Background: an optimization exercise with open tools, aiming at few clock cycles per item. Do not read the settings as production practice.
Function was checked by simulation only, so behaviour that the tests miss may differ from the original.
Power figures rest on the tool's default switching activity, not on a simulated workload.

==> design/flow/design.v <==
module sdram_controller(
	input 	wire 		clk,
	input	wire		arst_n,
	output reg			init_done,
	input	wire [24:0]		dbus_address,
	input	wire [6:0]		dbus_burstcount,
	input	wire 			dbus_read,
	output	wire 			dbus_readdatavalid,
	output	wire [15:0]		dbus_readdata,
	input	wire			dbus_write,
	input	wire [15:0]		dbus_writedata,
	input	wire [1:0]		dbus_byteenable,
	output	wire			dbus_waitrequest,
	output	reg				sdram_CKE,
	output	wire			sdram_nCS,
	output	wire			sdram_nRAS,
	output	wire			sdram_nCAS,
	output	wire			sdram_nWE,
	output	reg  [1:0]		sdram_BA,
	output	reg  [12:0]		sdram_ADDR,
	output	wire [1:0]		sdram_DM,
	input	wire [15:0]		sdram_DQ_in,
	output	wire [15:0]		sdram_DQ_out,
	output	wire			sdram_DQ_oe
);
localparam 	CMD_NOP = 4'b0111,
			CMD_ACT = 4'b0011,
			CMD_RD  = 4'b0101,
			CMD_WR  = 4'b0100,
			CMD_BST = 4'b0110,
			CMD_PRE = 4'b0010,
			CMD_REF = 4'b0001,
			CMD_LMR = 4'b0000;
localparam [12:0] INIT_WAIT_CKS = 13'd5556;	 
localparam [8:0]  INIT_EXTRA_REFS = 9'd256;	 
localparam [17:0] REF_INTERVAL = 18'd434;
localparam [17:0] REF_CREDIT_LMR = 18'd560;	 
localparam [17:0] REF_FORCE_BELOW = 18'd256;
localparam	PH_IDLE = 2'd0,	 
			PH_PREP = 2'd1,	 
			PH_WDATA = 2'd2,	 
			PH_RDATA = 2'd3;	 
localparam	IS_WAIT = 3'd0,
			IS_PRE  = 3'd1,
			IS_REF  = 3'd2,
			IS_LMR  = 3'd3,
			IS_XREF = 3'd4;
reg [3:0] command;
assign sdram_nCS  = command[3];
assign sdram_nRAS = command[2];
assign sdram_nCAS = command[1];
assign sdram_nWE  = command[0];
reg [2:0]  init_step;
reg [12:0] init_cnt;
reg [8:0]  init_refs;
reg [1:0]  phase;
reg        prev_vis;		 
reg        r_rd;
reg [1:0]  r_bank;
reg [12:0] r_row;
reg [8:0]  r_col;
reg [6:0]  r_len;
reg [6:0]  r_cnt;			 
reg [1:0]  mru;				 
reg [3:0]  bank_open;
reg [12:0] bank_row [0:3];
reg [2:0]  act_age [0:3];	 
reg [2:0]  pre_age [0:3];	 
reg [2:0]  wr_age  [0:3];	 
reg [2:0]  lastact_age;
reg [2:0]  ref_age;
reg [2:0]  lmr_age;
reg [2:0]  rdend_age;		 
reg        wb_run;			 
reg        rb_run;			 
reg [5:0]  rb_left;			 
reg [2:0]  rd_pipe;			 
reg [17:0] ref_credit;
reg        ref_force;
wire in_req = dbus_read | dbus_write;
wire idle_req = (phase == PH_IDLE) && prev_vis && in_req && !ref_force;
wire        cur_valid = init_done && (idle_req || (phase == PH_PREP));
wire        cur_rd   = (phase == PH_IDLE) ? dbus_read : r_rd;
wire [1:0]  cur_bank = (phase == PH_IDLE) ? dbus_address[11:10] : r_bank;
wire [12:0] cur_row  = (phase == PH_IDLE) ? dbus_address[24:12] : r_row;
wire [8:0]  cur_col  = (phase == PH_IDLE) ? dbus_address[9:1] : r_col;
wire        cur_len1 = (phase == PH_IDLE) ? (dbus_burstcount == 7'd1) : (r_len == 7'd1);
wire [3:0] row_eq;
genvar gb;
generate for (gb = 0; gb < 4; gb = gb + 1) begin : g_eq
	assign row_eq[gb] = bank_open[gb] && (bank_row[gb] == cur_row);
end endgenerate
wire hit    = row_eq[cur_bank];
wire open_y = bank_open[cur_bank];
wire g_ok = (ref_age >= 3'd5) && (lmr_age >= 3'd2);
wire [3:0] rw_ok, pre_ok, act_ok;
generate for (gb = 0; gb < 4; gb = gb + 1) begin : g_ok_b
	assign rw_ok[gb]  = act_age[gb] >= 3'd2;
	assign pre_ok[gb] = (act_age[gb] >= 3'd3) && (wr_age[gb] >= 3'd4);
	assign act_ok[gb] = (pre_age[gb] >= 3'd3) && (act_age[gb] >= 3'd4);
end endgenerate
wire pre_glob_ok = (rdend_age >= 3'd5) && !rb_run;
wire pre_all_ok  = pre_glob_ok && (&(~bank_open | pre_ok));
wire act_glob_ok = (lastact_age >= 3'd2) && (ref_age >= 3'd6);
wire can_rw  = hit && rw_ok[cur_bank] && !rb_run && (rd_pipe == 3'd0) &&
               (cur_rd || (phase != PH_IDLE) || !cur_len1);
wire can_pre = open_y && !hit && pre_ok[cur_bank] && pre_glob_ok;
wire can_act = !open_y && act_ok[cur_bank] && act_glob_ok;
wire do_bst = rb_run && (rb_left == 6'd0);
wire do_req = !do_bst && cur_valid && g_ok && (can_rw || can_pre || can_act);
wire ref_slot = !do_bst && !do_req && ref_force && (phase == PH_IDLE) && g_ok && init_done;
wire any_open = |bank_open;
wire ref_all_closed_ok;
assign ref_all_closed_ok = !any_open &&
	(pre_age[0] >= 3'd2) && (pre_age[1] >= 3'd2) && (pre_age[2] >= 3'd2) && (pre_age[3] >= 3'd2) &&
	(act_age[0] >= 3'd4) && (act_age[1] >= 3'd4) && (act_age[2] >= 3'd4) && (act_age[3] >= 3'd4);
wire do_ref_pre = ref_slot && any_open && pre_all_ok;
wire do_ref     = ref_slot && ref_all_closed_ok;
wire [1:0] keep = cur_valid ? cur_bank : mru;
wire [3:0] stale = bank_open & ~(4'b0001 << keep) & pre_ok;
wire bg_ok = !do_bst && !do_req && !ref_force && init_done && g_ok && pre_glob_ok &&
             (phase != PH_WDATA) && (stale != 4'd0);
wire [1:0] bg_bank = stale[0] ? 2'd0 : stale[1] ? 2'd1 : stale[2] ? 2'd2 : 2'd3;
wire req_rw  = do_req && can_rw;
wire req_pre = do_req && !can_rw && can_pre;
wire req_act = do_req && !can_rw && !can_pre;
wire req_rd  = req_rw && cur_rd;
wire req_wr  = req_rw && !cur_rd;
wire req_pre_all = req_pre && pre_all_ok;
wire take = req_wr || (phase == PH_WDATA);
assign dbus_waitrequest = !take;
assign sdram_DQ_oe = take;
assign sdram_DQ_out = dbus_writedata;
assign sdram_DM = take ? ~dbus_byteenable : (wb_run ? 2'b11 : 2'b00);
assign dbus_readdata = sdram_DQ_in;
assign dbus_readdatavalid = rd_pipe[2] && (phase == PH_RDATA);
wire init_cmd_ok = g_ok;
wire i_pre = !init_done && (init_step == IS_PRE);
wire i_ref = !init_done && (init_step == IS_REF || init_step == IS_XREF) && init_cmd_ok && ref_all_closed_ok;
wire i_lmr = !init_done && (init_step == IS_LMR) && init_cmd_ok;
wire issue_ref = i_ref || do_ref;
wire issue_pre_all = i_pre || do_ref_pre || req_pre_all;
wire issue_pre_one = (req_pre && !req_pre_all) || bg_ok;
wire [1:0] pre_bank = bg_ok ? bg_bank : cur_bank;
always @* begin
	command = CMD_NOP;
	sdram_BA = 2'd0;
	sdram_ADDR = 13'd0;
	if (i_lmr) begin
		command = CMD_LMR;
		sdram_ADDR = 13'b0000000110111;
	end else if (issue_ref) begin
		command = CMD_REF;
	end else if (issue_pre_all) begin
		command = CMD_PRE;
		sdram_ADDR[10] = 1'b1;
	end else if (do_bst) begin
		command = CMD_BST;
	end else if (req_rw) begin
		command = cur_rd ? CMD_RD : CMD_WR;
		sdram_BA = cur_bank;
		sdram_ADDR = {4'd0, cur_col};
	end else if (req_act) begin
		command = CMD_ACT;
		sdram_BA = cur_bank;
		sdram_ADDR = cur_row;
	end else if (issue_pre_one) begin
		command = CMD_PRE;
		sdram_BA = pre_bank;
	end
end
function [2:0] sat_inc(input [2:0] a);
	sat_inc = (a == 3'd7) ? a : a + 3'd1;
endfunction
wire [3:0] pre_mask = i_pre ? 4'b1111 : issue_pre_all ? bank_open :
                      issue_pre_one ? (4'b0001 << pre_bank) & bank_open : 4'd0;
wire [17:0] credit_next = ref_credit - 18'd1 + (issue_ref ? REF_INTERVAL : 18'd0);
wire w_last = (r_cnt == r_len - 7'd1);
integer b;
always @(posedge clk or negedge arst_n) begin
	if (!arst_n) begin
		init_done <= 1'b0;
		sdram_CKE <= 1'b0;
		init_step <= IS_WAIT;
		init_cnt <= INIT_WAIT_CKS;
		init_refs <= 9'd0;
		phase <= PH_IDLE;
		prev_vis <= 1'b0;
		r_rd <= 1'b0;
		r_bank <= 2'd0;
		r_row <= 13'd0;
		r_col <= 9'd0;
		r_len <= 7'd0;
		r_cnt <= 7'd0;
		mru <= 2'd0;
		bank_open <= 4'd0;
		for (b = 0; b < 4; b = b + 1) begin
			bank_row[b] <= 13'd0;
			act_age[b] <= 3'd7;
			pre_age[b] <= 3'd7;
			wr_age[b] <= 3'd7;
		end
		lastact_age <= 3'd7;
		ref_age <= 3'd7;
		lmr_age <= 3'd7;
		rdend_age <= 3'd7;
		wb_run <= 1'b0;
		rb_run <= 1'b0;
		rb_left <= 6'd0;
		rd_pipe <= 3'd0;
		ref_credit <= 18'd0;
		ref_force <= 1'b0;
	end else begin
		sdram_CKE <= 1'b1;
		prev_vis <= in_req;
		lastact_age <= sat_inc(lastact_age);
		ref_age <= sat_inc(ref_age);
		lmr_age <= sat_inc(lmr_age);
		rdend_age <= sat_inc(rdend_age);
		for (b = 0; b < 4; b = b + 1) begin
			act_age[b] <= sat_inc(act_age[b]);
			pre_age[b] <= pre_mask[b] ? 3'd1 : sat_inc(pre_age[b]);
			wr_age[b] <= sat_inc(wr_age[b]);
		end
		bank_open <= bank_open & ~pre_mask;
		if (issue_ref) ref_age <= 3'd1;
		if (i_lmr) lmr_age <= 3'd1;
		if (!init_done) begin
			case (init_step)
				IS_WAIT: begin
					if (init_cnt == 13'd0) init_step <= IS_PRE;
					else init_cnt <= init_cnt - 13'd1;
				end
				IS_PRE: init_step <= IS_REF;
				IS_REF: if (i_ref) begin
					init_refs <= init_refs + 9'd1;
					if (init_refs == 9'd1) begin
						init_step <= IS_LMR;
						init_refs <= 9'd0;
					end
				end
				IS_LMR: if (i_lmr) init_step <= IS_XREF;
				IS_XREF: if (i_ref) begin
					init_refs <= init_refs + 9'd1;
					if (init_refs == INIT_EXTRA_REFS - 9'd1) init_done <= 1'b1;
				end
				default: ;
			endcase
		end
		if (i_lmr)
			ref_credit <= REF_CREDIT_LMR;
		else if (init_step == IS_XREF)
			ref_credit <= credit_next;
		if (init_step == IS_XREF)
			ref_force <= credit_next < REF_FORCE_BELOW;
		rd_pipe <= {rd_pipe[1:0], (req_rd || (rb_run && rb_left != 6'd0))};
		if (rb_run && rb_left != 6'd0) rb_left <= rb_left - 6'd1;
		if (do_bst) begin
			rb_run <= 1'b0;
			rdend_age <= 3'd1;
		end
		if (phase == PH_IDLE && init_done && in_req && !ref_force) begin
			r_rd <= dbus_read;
			r_bank <= dbus_address[11:10];
			r_row <= dbus_address[24:12];
			r_col <= dbus_address[9:1];
			r_len <= dbus_burstcount;
			r_cnt <= 7'd0;
			phase <= PH_PREP;
		end
		if (req_act) begin
			bank_open[cur_bank] <= 1'b1;
			bank_row[cur_bank] <= cur_row;
			act_age[cur_bank] <= 3'd1;
			lastact_age <= 3'd1;
		end
		if (req_rd) begin
			rb_run <= 1'b1;
			rb_left <= (phase == PH_IDLE) ? dbus_burstcount[5:0] - 6'd1 : r_len[5:0] - 6'd1;
			wb_run <= 1'b0;
			mru <= cur_bank;
			phase <= PH_RDATA;
		end
		if (req_wr) begin
			wb_run <= 1'b1;
			mru <= cur_bank;
			r_cnt <= 7'd1;
			phase <= (phase == PH_PREP && r_len == 7'd1) ? PH_IDLE : PH_WDATA;
		end
		if (take) wr_age[cur_bank] <= 3'd1;
		if (phase == PH_WDATA) begin
			r_cnt <= r_cnt + 7'd1;
			if (w_last) phase <= PH_IDLE;
		end
		if (issue_pre_all || issue_pre_one || do_bst) wb_run <= 1'b0;
		if (phase == PH_RDATA && rd_pipe[2]) begin
			r_cnt <= r_cnt + 7'd1;
			if (w_last) phase <= PH_IDLE;
		end
	end
end
endmodule
==> design/flow/run.sh <==
#!/bin/bash
# synth_recipe.tcl (not shown) runs the flow's synth.tcl, then flattens the netlist and writes it again
# the make line also repeats each setting of config.mk as NAME=value (left out here)
make -C /OpenROAD-flow-scripts/flow DESIGN_CONFIG=/design/flow/config.mk WORK_HOME=/design/flow/orfs CLKGATE_MAP_FILE= SYNTH_SCRIPT=/design/flow/synth_recipe.tcl finish
==> design/flow/config.mk <==
export PLATFORM = sky130hd
export DESIGN_NAME = sdram_controller
export DESIGN_NICKNAME = sdram_controller
export VERILOG_FILES = /design/flow/design.v
export SDC_FILE = /design/flow/constraint.sdc
export NUM_CORES = 4
export LEC_CHECK = 0
export CAP_MARGIN = 20
export CORE_MARGIN = 2
export CORE_UTILIZATION = 40
export SLEW_MARGIN = 20
==> design/flow/constraint.sdc <==
create_clock -name core_clock -period 5.0 [get_ports {clk}]
set_input_delay 1.0000 -clock core_clock [delete_from_list [all_inputs] [get_ports {clk}]]
set_output_delay 1.0000 -clock core_clock [all_outputs]
set_load 0.01 [all_outputs]
==> flow_metrics.tcl, run 1 <==
set metrics [dict create \
    worst-path-max-fanout 6 \
    synth_most_common_cell "dfrtp_1" \
    r2r_end "ref_force" \
    setup-violations-final 0 \
    ioPinCount 128 \
    grt_overflow_total 0 \
    outcome "finished clean" \
    avgViaCountPerCell 5.48 \
    crit_path_end_kind "primary output" \
    hold_class "reg2reg" \
    root_buffer "clkbuf_16" \
    grt_max_degree 91 \
    synth_area_sq_mm 0.0128 \
    setup_tns_ps 0 \
    cp.required_ps 4000 \
    insertion_delay_ps 530 \
    cts_num_sinks 205 \
    grt_pass1_vias 10500 \
    rr_worst_depth 21 \
    final_util_pct 49.6 \
    finalCriticalPeriod_ps 4920 \
    reg2reg_from "bank_open[3]" \
    dp_hpwl_microns 25900 \
    cts_buffers 24 \
    chipHeight_microns 183 \
    pwr-share-clk_pct 44.9 \
    syn_avg_cell_area_sq_um 9.27 \
    yosysWarningCount 5 \
    slew_viol_final 0 \
    postCtsHoldBufs 0 \
    path_class "in2out" \
    async_reset_ff_share_pct 100 \
    critPathLaunchType "primary input" \
    swShare_pct 24.1 \
    p_leak_nw 6.94 \
    hold_viol 0 \
    clock_skew_ps 25.1 \
    rsz0062_at_grt "yes" \
    fmax_ghz 0.203 \
    switching_power_uw 888 \
    synth_commonest_cells "dfrtp_1 (150), nand2_1 (135), o21ai_0 (111)" \
    htree_levels 1 \
    numPortBuffers 61 \
    rrSetupSlack_ps 180 \
    drtIter0Drc 582 \
    p_comb_share_pct 8.4 \
    relSlewSlack_pct 47.7 \
    grt_pass1_wl_microns 55600 \
    drive_gt1_share_pct 22.3 \
    maxCapViolCount 0 \
    ys.flop_type "dfrtp_1" \
    wl_met2_microns 17000 \
    synth-seq-cells 205 \
    drt-pass1-iter-count 6 \
    synth_top_area_cell "dfrtp_1" \
    tritoncts "yes" \
    netlist_instances 1379 \
    post_drt_wl_per_cell_microns 18.0 \
    routed_wl_microns 34900 \
    synth_area_leaders "dfrtp_1 (29%), dfstp_2 (11%), ha_1 (6.2%)" \
    wl_met1_microns 15300 \
    drtAntennaViolNets 0 \
    n_antenna_cell 0 \
    pwr-share-seq_pct 46.7 \
    synth_edf_count 0 \
    p_per_area_mw_per_mm2 237 \
    worstHoldStart "rd_pipe[1]" \
    yosys.area.top_type_share_pct 29.4 \
    gp_congestion 0.927 \
    yosysSeqAreaShare_pct 40.7 \
    intPower_mw 2.80 \
    vias 10600 \
    die_area_sq_mm 0.0334 \
    top_layer "met5" \
    finalCritPeriodShare_pct 98.3 \
    irDropWorstVdd_mv 0.240 \
    clk_pin_slew_worst_paths_ps 60 \
    ctsLongestPathBuffers 3 \
    cp.arrival_ps 3920 \
    antenna_found_initial 1 \
    worst-slew-pin-transition_ps 763 \
    min_to "rd_pipe[2]" \
    core_sq_mm 0.0315 \
    track_usage_pct 20.7 \
    areaGrowthSynthToFinish_pct 22.1 \
    die_w_microns 183 \
    hold_depth 0 \
    initial_core_util_pct 40.6 \
    crit_start "dbus_address[10]" \
    syn_nets 1513 \
    route.met3.wl_microns 1510 \
    nFillCells 2950 \
    post-route-drc-count 0 \
    rows 65 \
    netlist-cell-type-count 85 \
    fin_nets 1648 \
]
[placed cells by master (no fill, tap or decap), types with 9 or more instances in the layout]
| cell type | count |
|---|---|
| and3_1 | 14 |
| clkbuf_1 | 13 |
| a211oi_1 | 10 |
| o22ai_1 | 17 |
| nor2b_1 | 9 |
| dfstp_2 | 55 |
| clkbuf_16 | 24 |
| clkdlybuf4s50_1 | 29 |
| nor2_1 | 92 |
| o31ai_1 | 11 |
| dfrtp_1 | 150 |
| nor4_1 | 11 |
| o21ai_0 | 107 |
| mux2i_1 | 31 |
| nand3_1 | 39 |
| o21a_1 | 9 |
| nand2b_1 | 27 |
| dlygate4sd2_1 | 19 |
| or3_1 | 10 |
| inv_1 | 89 |
| nor3_1 | 24 |
| xor2_1 | 46 |
| mux2_2 | 26 |
| a21oi_1 | 58 |
| ha_1 | 61 |
| buf_4 | 126 |
| xnor2_1 | 56 |
| nand2_1 | 133 |
[logic make-up (layout without fill, tap and decap cells)]
| logic type | after synthesis | count (layout) | share of synthesized area, % |
|---|---|---|---|
| AO/OA/AOI/OAI | 348 | 348 | 18.0 |
| XOR/XNOR | 105 | 105 | 7.20 |
| adder cells (fa/ha/maj) | 64 | 64 | 6.33 |
| buffers and inverters | 181 | 334 | 6.52 |
| flip-flops | 205 | 205 | 40.7 |
| multiplexers | 64 | 64 | 5.79 |
| other | 2 | 2 | 0.0588 |
| AND/OR/NAND/NOR | 410 | 410 | 15.4 |
[final cells by class]
class | instances | area, sq um | share of cell area, %
Multi-Input combinational cell | 993 | 7160 | 45.9
Sequential cell | 205 | 5200 | 33.3
Timing Repair Buffer | 197 | 1650 | 10.6
Clock buffer | 41 | 704 | 4.52
Tap cell | 402 | 503 | 3.23
Inverter | 93 | 349 | 2.24
Clock inverter | 3 | 30.0 | 0.193
[worst max path at each step]
stage,to,slack (ps),depth (start not counted)
global route,ref_force,-180,21
finish,sdram_BA[1],80,14
detailed placement,sdram_DM[0],-700,16
CTS,sdram_BA[0],3,14
global placement,sdram_BA[1],-660,13
floorplan,ref_force,50,23
[metal layers]
metal  GRT usage (%)  vias up
met1            26.9     5177
met4            6.03        2
li1                -     5147
met5               0        -
met2            35.8      210
met3            3.13       69
[state kept, by name, indices dropped and copies added, names as in the netlist, 12 cells and up]
name	count
bank_row	52
ref_credit	18
init_cnt	13
r_row	13
act_age	12
pre_age	12
wr_age	12
[stage by stage]
step           instances  worst slack, ps  power [mW]  cell area, sq um  hold slack [ps]
3_3_place_gp        1878             -661        2.04             14400              352
4_1_cts             1926             2.72        3.72             15300              373
6_report            1934             84.2        3.69             15600              369
2_1_floorplan       1379             46.7        1.92             12800              347
3_5_place_dp        1878             -702        2.05             14400              362
5_1_grt             1934             -179        3.83             15600              383
[critical path, stage by stage]
cell	delay, ps
clkdlybuf4s50_1	560
buf_4	180
nor4b_2	210
a31oi_1	110
buf_4	180
a31oi_2	190
nor4_4	70
buf_4	160
buf_4	130
and3_4	170
buf_4	150
or4_4	540
o21ai_2	100
buf_2	160
[what timing repair did]
| action | in CTS | in global routing |
|---|---|---|
| pin swaps | 20 | 28 |
| resized for setup | 92 | 45 |
| setup endpoints to repair | 20 | 25 |
| setup buffers | 4 | 8 |
| endpoints found under the hold margin | 0 | 0 |
[power groups by stage]
| stage | clock network (mW) | registers, mW | logic [mW] |
|---|---|---|---|
| after floorplan | 0 | 1.75 | 0.172 |
| after global placement | 0 | 1.75 | 0.290 |
| after detailed placement | 0 | 1.75 | 0.299 |
| after CTS | 1.69 | 1.73 | 0.308 |
| after global routing | 1.77 | 1.73 | 0.341 |
| final | 1.66 | 1.73 | 0.310 |
Testbench counts, summed over its fixed seeds: cycles 151,226, words 130,938.
==> inputs of run 2 (changes only) <==
--- a/design/flow/design.v
+++ b/design/flow/design.v
@@ -55,6 +55,9 @@
 reg [8:0]  init_refs;
 reg [1:0]  phase;
 reg        prev_vis;		 
+reg        sh_rd, sh_wr;
+reg [23:0] sh_addr;
+reg [6:0]  sh_len;
 reg        r_rd;
 reg [1:0]  r_bank;
 reg [12:0] r_row;
@@ -106,9 +109,15 @@
                (cur_rd || (phase != PH_IDLE) || !cur_len1);
 wire can_pre = open_y && !hit && pre_ok[cur_bank] && pre_glob_ok;
 wire can_act = !open_y && act_ok[cur_bank] && act_glob_ok;
+wire [1:0]  sh_bank = sh_addr[10:9];
+wire        sh_same_old = !r_rd && (r_len == 7'd1) && ({r_row, r_bank, r_col} == sh_addr);
+wire        sh_hit = bank_open[sh_bank] && (bank_row[sh_bank] == sh_addr[23:11]);
+wire early = init_done && (phase == PH_IDLE) && !ref_force && sh_wr && !sh_rd &&
+             (sh_len == 7'd1) && !sh_same_old && sh_hit && rw_ok[sh_bank] &&
+             !rb_run && (rd_pipe == 3'd0) && g_ok;
 wire do_bst = rb_run && (rb_left == 6'd0);
-wire do_req = !do_bst && cur_valid && g_ok && (can_rw || can_pre || can_act);
-wire ref_slot = !do_bst && !do_req && ref_force && (phase == PH_IDLE) && g_ok && init_done;
+wire do_req = !early && !do_bst && cur_valid && g_ok && (can_rw || can_pre || can_act);
+wire ref_slot = !early && !do_bst && !do_req && ref_force && (phase == PH_IDLE) && g_ok && init_done;
 wire any_open = |bank_open;
 wire ref_all_closed_ok;
 assign ref_all_closed_ok = !any_open &&
@@ -118,7 +127,7 @@
 wire do_ref     = ref_slot && ref_all_closed_ok;
 wire [1:0] keep = cur_valid ? cur_bank : mru;
 wire [3:0] stale = bank_open & ~(4'b0001 << keep) & pre_ok;
-wire bg_ok = !do_bst && !do_req && !ref_force && init_done && g_ok && pre_glob_ok &&
+wire bg_ok = !early && !do_bst && !do_req && !ref_force && init_done && g_ok && pre_glob_ok &&
              (phase != PH_WDATA) && (stale != 4'd0);
 wire [1:0] bg_bank = stale[0] ? 2'd0 : stale[1] ? 2'd1 : stale[2] ? 2'd2 : 2'd3;
 wire req_rw  = do_req && can_rw;
@@ -127,7 +136,7 @@
 wire req_rd  = req_rw && cur_rd;
 wire req_wr  = req_rw && !cur_rd;
 wire req_pre_all = req_pre && pre_all_ok;
-wire take = req_wr || (phase == PH_WDATA);
+wire take = early || req_wr || (phase == PH_WDATA);
 assign dbus_waitrequest = !take;
 assign sdram_DQ_oe = take;
 assign sdram_DQ_out = dbus_writedata;
@@ -146,7 +155,11 @@
 	command = CMD_NOP;
 	sdram_BA = 2'd0;
 	sdram_ADDR = 13'd0;
-	if (i_lmr) begin
+	if (early) begin
+		command = CMD_WR;
+		sdram_BA = sh_bank;
+		sdram_ADDR = {4'd0, sh_addr[8:0]};
+	end else if (i_lmr) begin
 		command = CMD_LMR;
 		sdram_ADDR = 13'b0000000110111;
 	end else if (issue_ref) begin
@@ -186,6 +199,10 @@
 		init_refs <= 9'd0;
 		phase <= PH_IDLE;
 		prev_vis <= 1'b0;
+		sh_rd <= 1'b0;
+		sh_wr <= 1'b0;
+		sh_addr <= 24'd0;
+		sh_len <= 7'd0;
 		r_rd <= 1'b0;
 		r_bank <= 2'd0;
 		r_row <= 13'd0;
@@ -213,6 +230,10 @@
 	end else begin
 		sdram_CKE <= 1'b1;
 		prev_vis <= in_req;
+		sh_rd <= dbus_read;
+		sh_wr <= dbus_write;
+		sh_addr <= dbus_address[24:1];
+		sh_len <= dbus_burstcount;
 		lastact_age <= sat_inc(lastact_age);
 		ref_age <= sat_inc(ref_age);
 		lmr_age <= sat_inc(lmr_age);
@@ -259,7 +280,7 @@
 			rb_run <= 1'b0;
 			rdend_age <= 3'd1;
 		end
-		if (phase == PH_IDLE && init_done && in_req && !ref_force) begin
+		if (phase == PH_IDLE && init_done && in_req && !ref_force && !early) begin
 			r_rd <= dbus_read;
 			r_bank <= dbus_address[11:10];
 			r_row <= dbus_address[24:12];
@@ -287,7 +308,16 @@
 			r_cnt <= 7'd1;
 			phase <= (phase == PH_PREP && r_len == 7'd1) ? PH_IDLE : PH_WDATA;
 		end
-		if (take) wr_age[cur_bank] <= 3'd1;
+		if (take) wr_age[early ? sh_bank : cur_bank] <= 3'd1;
+		if (early) begin
+			wb_run <= 1'b1;
+			mru <= sh_bank;
+			r_rd <= 1'b0;
+			r_bank <= sh_bank;
+			r_row <= sh_addr[23:11];
+			r_col <= sh_addr[8:0];
+			r_len <= 7'd1;
+		end
 		if (phase == PH_WDATA) begin
 			r_cnt <= r_cnt + 7'd1;
 			if (w_last) phase <= PH_IDLE;
==> run 2 against run 1 <==
Net effect:
- now fails the layout checks on negative setup slack
- synthesized cell count up 22%
- area after synthesis is 18% higher
- final cell count is 30% higher
- clock power increased by 37%
- die area grew 18%
- non-clock buffer count up 182
- sequential share of layout area down 3.4 points
- power rose by 26%
- global-route usage increased by 6.1 points
- core utilization is 4.1 points higher
- cell area increased by 29%
- worst setup slack worse by 380 ps
- largest power group is now the clock network
==> flow_metrics.tcl, run 2 <==
set metrics [dict create \
    grt_pass1_vias 13900 \
    worst-path-max-fanout 8 \
    ys.flop_type "dfrtp_1" \
    numPortBuffers 61 \
    async_reset_ff_share_pct 100 \
    final_util_pct 53.7 \
    post_dp_cell_area_sq_mm 0.0177 \
    cts_buffers 29 \
    crit_top_cell "buf_4" \
    gp_congestion 0.959 \
    drt-pass1-iter-count 6 \
    so_faults "negative setup slack" \
    syn_nets 1812 \
    syn_avg_cell_area_sq_um 9.03 \
    htree_levels 1 \
    ctsLongestPathBuffers 3 \
    synth_area_leaders "dfrtp_1 (30%), dfstp_2 (9.5%), ha_1 (5.4%)" \
    timing.final.ws_setup_ps -295 \
    worst-slew-pin-transition_ps 833 \
    setup-violations-final 23 \
    grt_max_degree 84 \
    die_area_sq_mm 0.0394 \
    synth_top_area_cell "dfrtp_1" \
    hold_viol 0 \
    grt_overflow_total 0 \
    core_sq_mm 0.0375 \
    maxCapViolCount 0 \
    relSlewSlack_pct 44.4 \
    fmax_ghz 0.189 \
    p_leak_nw 8.95 \
    regArea_sq_mm 0.00603 \
    clk_pin_slew_worst_paths_ps 70 \
    insertion_delay_ps 570 \
    final_common_cell "buf_4" \
    drtIter0Drc 969 \
    finalCritPeriodShare_pct 106 \
    initial_core_util_pct 40.4 \
    track_usage_pct 26.8 \
    r2r_end "pre_age[1][0]" \
    layout_common_cells "buf_4 (275), dfrtp_1 (180), nand2_1 (175)" \
    reg.largest.list "bank_row: 52 flops, sh_addr: 24 flops, ref_credit: 18 flops" \
    synth_area_sq_mm 0.0151 \
    drive_gt1_share_pct 29.3 \
    largest_reg_flops 52 \
    post-route-drc-count 0 \
    die_w_microns 199 \
    areaGrowthSynthToFinish_pct 32.9 \
    synth_edf_count 0 \
    outcome "failed layout checks" \
    finish.instance_area_sq_mm 0.0201 \
    multiInputGateArea_sq_mm 0.00891 \
    synth-seq-cells 238 \
    root_buffer "clkbuf_16" \
    postCtsHoldBufs 0 \
    cp.arrival_ps 5800 \
    nFillCells 3434 \
    path_class "reg2reg" \
    post_drt_wl_per_cell_microns 20.8 \
    tritoncts "yes" \
    fin_nets 2113 \
    dp_hpwl_microns 38500 \
    synth_commonest_cells "dfrtp_1 (183), nand2_1 (181), nor2_1 (133)" \
    slew_viol_final 0 \
    vias 13800 \
    antenna_found_initial 0 \
    grt_pass1_wl_microns 80800 \
    reg2reg_from "phase[1]" \
    yosysSeqAreaShare_pct 39.8 \
    netlist-cell-type-count 89 \
    avgViaCountPerCell 5.48 \
    rr_worst_depth 28 \
    rows 71 \
    ioPinCount 128 \
    irDropWorstVdd_mv 0.254 \
    critical_path.slowest_cell "dfrtp_1" \
    finalPower_mw 4.66 \
    max_stage_delay_ps 390 \
    hold_class "in2async" \
    n_antenna_cell 0 \
    rrSetupSlack_ps -300 \
    cp.required_ps 5510 \
    p_per_area_mw_per_mm2 231 \
    clock_skew_ps 10.9 \
    yosysWarningCount 5 \
    critPathLaunchType "register" \
    finalCriticalPeriod_ps 5300 \
    top_register "bank_row" \
    yosys.area.top_type_share_pct 30.3 \
    chipHeight_microns 199 \
    netlist_instances 1676 \
    crit_path_end_kind "register" \
    synth_most_common_cell "dfrtp_1" \
    drtAntennaViolNets 0 \
    cts_num_sinks 238 \
    rsz0062_at_grt "yes" \
    routed_wl_microns 52300 \
]
run 2: cell count changes after synthesis, sizes merged, moves of 18 or more:
cell / change
xnor2: +21
a21oi: +32
mux2i: +26
nand2: +46
o21ai: +18
mux2: -22
dfrtp: +33
nor2: +39
run 2: timing repair:
action,4_1_cts,5_1_grt
cloned,1,0
pin swaps,54,28
resized for setup,223,70
hold endpoints to repair,0,0
endpoints found under the setup margin,24,31
setup buffers,58,22
run 2: cells by family after synthesis:
logic type	Yosys count	share of synthesized area (%)
flip-flops	238	39.8
adder cells (fa/ha/maj)	66	5.51
XOR/XNOR	143	8.27
multiplexers	78	6.12
AND/OR/NAND/NOR	572	18.4
buffers and inverters	195	5.93
AO/OA/AOI/OAI	382	15.9
other	2	0.0496
run 2: worst max path at each step:
stage	startpoint	end	slack, ps	cells after the start
global route	phase[0]	pre_age[1][0]	-360	31
detailed placement	dbus_address[19]	sdram_nWE	-970	14
floorplan	dbus_address[21]	sdram_BA[1]	30	13
finish	phase[1]	pre_age[1][0]	-300	28
global placement	dbus_address[19]	sdram_nRAS	-1000	15
CTS	phase[1]	sdram_DQ_oe	-260	17
run 2: metrics by stage:
step                      worst slack (ps)  instances  setup TNS [ps]  hold slack, ps
after floorplan                       25.7       1676               0             355
after global placement                -998       2382          -17190             370
after detailed placement              -965       2382          -17440             370
after CTS                             -257       2492           -1890             361
after global routing                  -362       2511           -5920             386
final                                 -295       2511           -3300             351
run 2: report_power, final:
group / internal (mW) / switching (mW)
Sequential: 1.96 / 0.0246
Combinational: 0.175 / 0.211
Clock: 1.41 / 0.873
Total: 3.55 / 1.11
run 2: worst max-delay path, delay by kind of cell, from the launching register on:
kind,cells,cell delay [ps]
simple gates,3,780
compound gates,7,1760
buf+inv,18,2270
flops,1,390
run 2: layout make-up:
cell class              instances  area share [%]
flip-flops and latches        238            30.0
clock inverters                12           0.957
multi-input cells            1243            44.3
well taps                     511            3.18
clock buffers                  42            4.15
repair buffers                379            15.9
inverters                      86            1.60
run 2: metal layers:
metal	track usage [%]	routed length (microns)	vias to the layer above
met1	34.2	22400	6762
met5	0	0	-
li1	-	-	6488
met2	45.5	25100	381
met3	3.78	2380	127
met4	11.4	2470	0
Testbench counts of run 2, summed over its fixed seeds: cycles 151,115, words 130,938.

==> separate check: timing with driven ports <==
The results above use ideal ports. As a check the final layouts listed here were re-extracted and re-timed, cells and wires unchanged.
Step 1: set_driving_cell puts a clkbuf_16 on clk and a buf_2 on each other input, an assumption about the parent block.
Step 2 also shifts input and output timing later by t, the mid clock arrival at the registers, as if the neighbouring blocks saw the same clock.
Three values: ideal, step 1, step 2; two values: the first two.
| run | shift t [ns] | slack for setup (ns) | worst register clock-pin slew, ns | worst data-port slew with drivers (ns) |
|---|---|---|---|---|
| run 1 | 0.565 | 0.084 / 0.054 / -0.071 | 0.06 / 0.06 | 0.07 |
| run 2 | 0.623 | -0.295 / -0.295 / -0.887 | 0.07 / 0.07 | 0.08 |
Met with ideal ports but missed after step 2: setup timing in run 1. The setup slack of run 2, which loses most, moves by 0.000 ns with the drivers and by -0.592 ns with both steps.
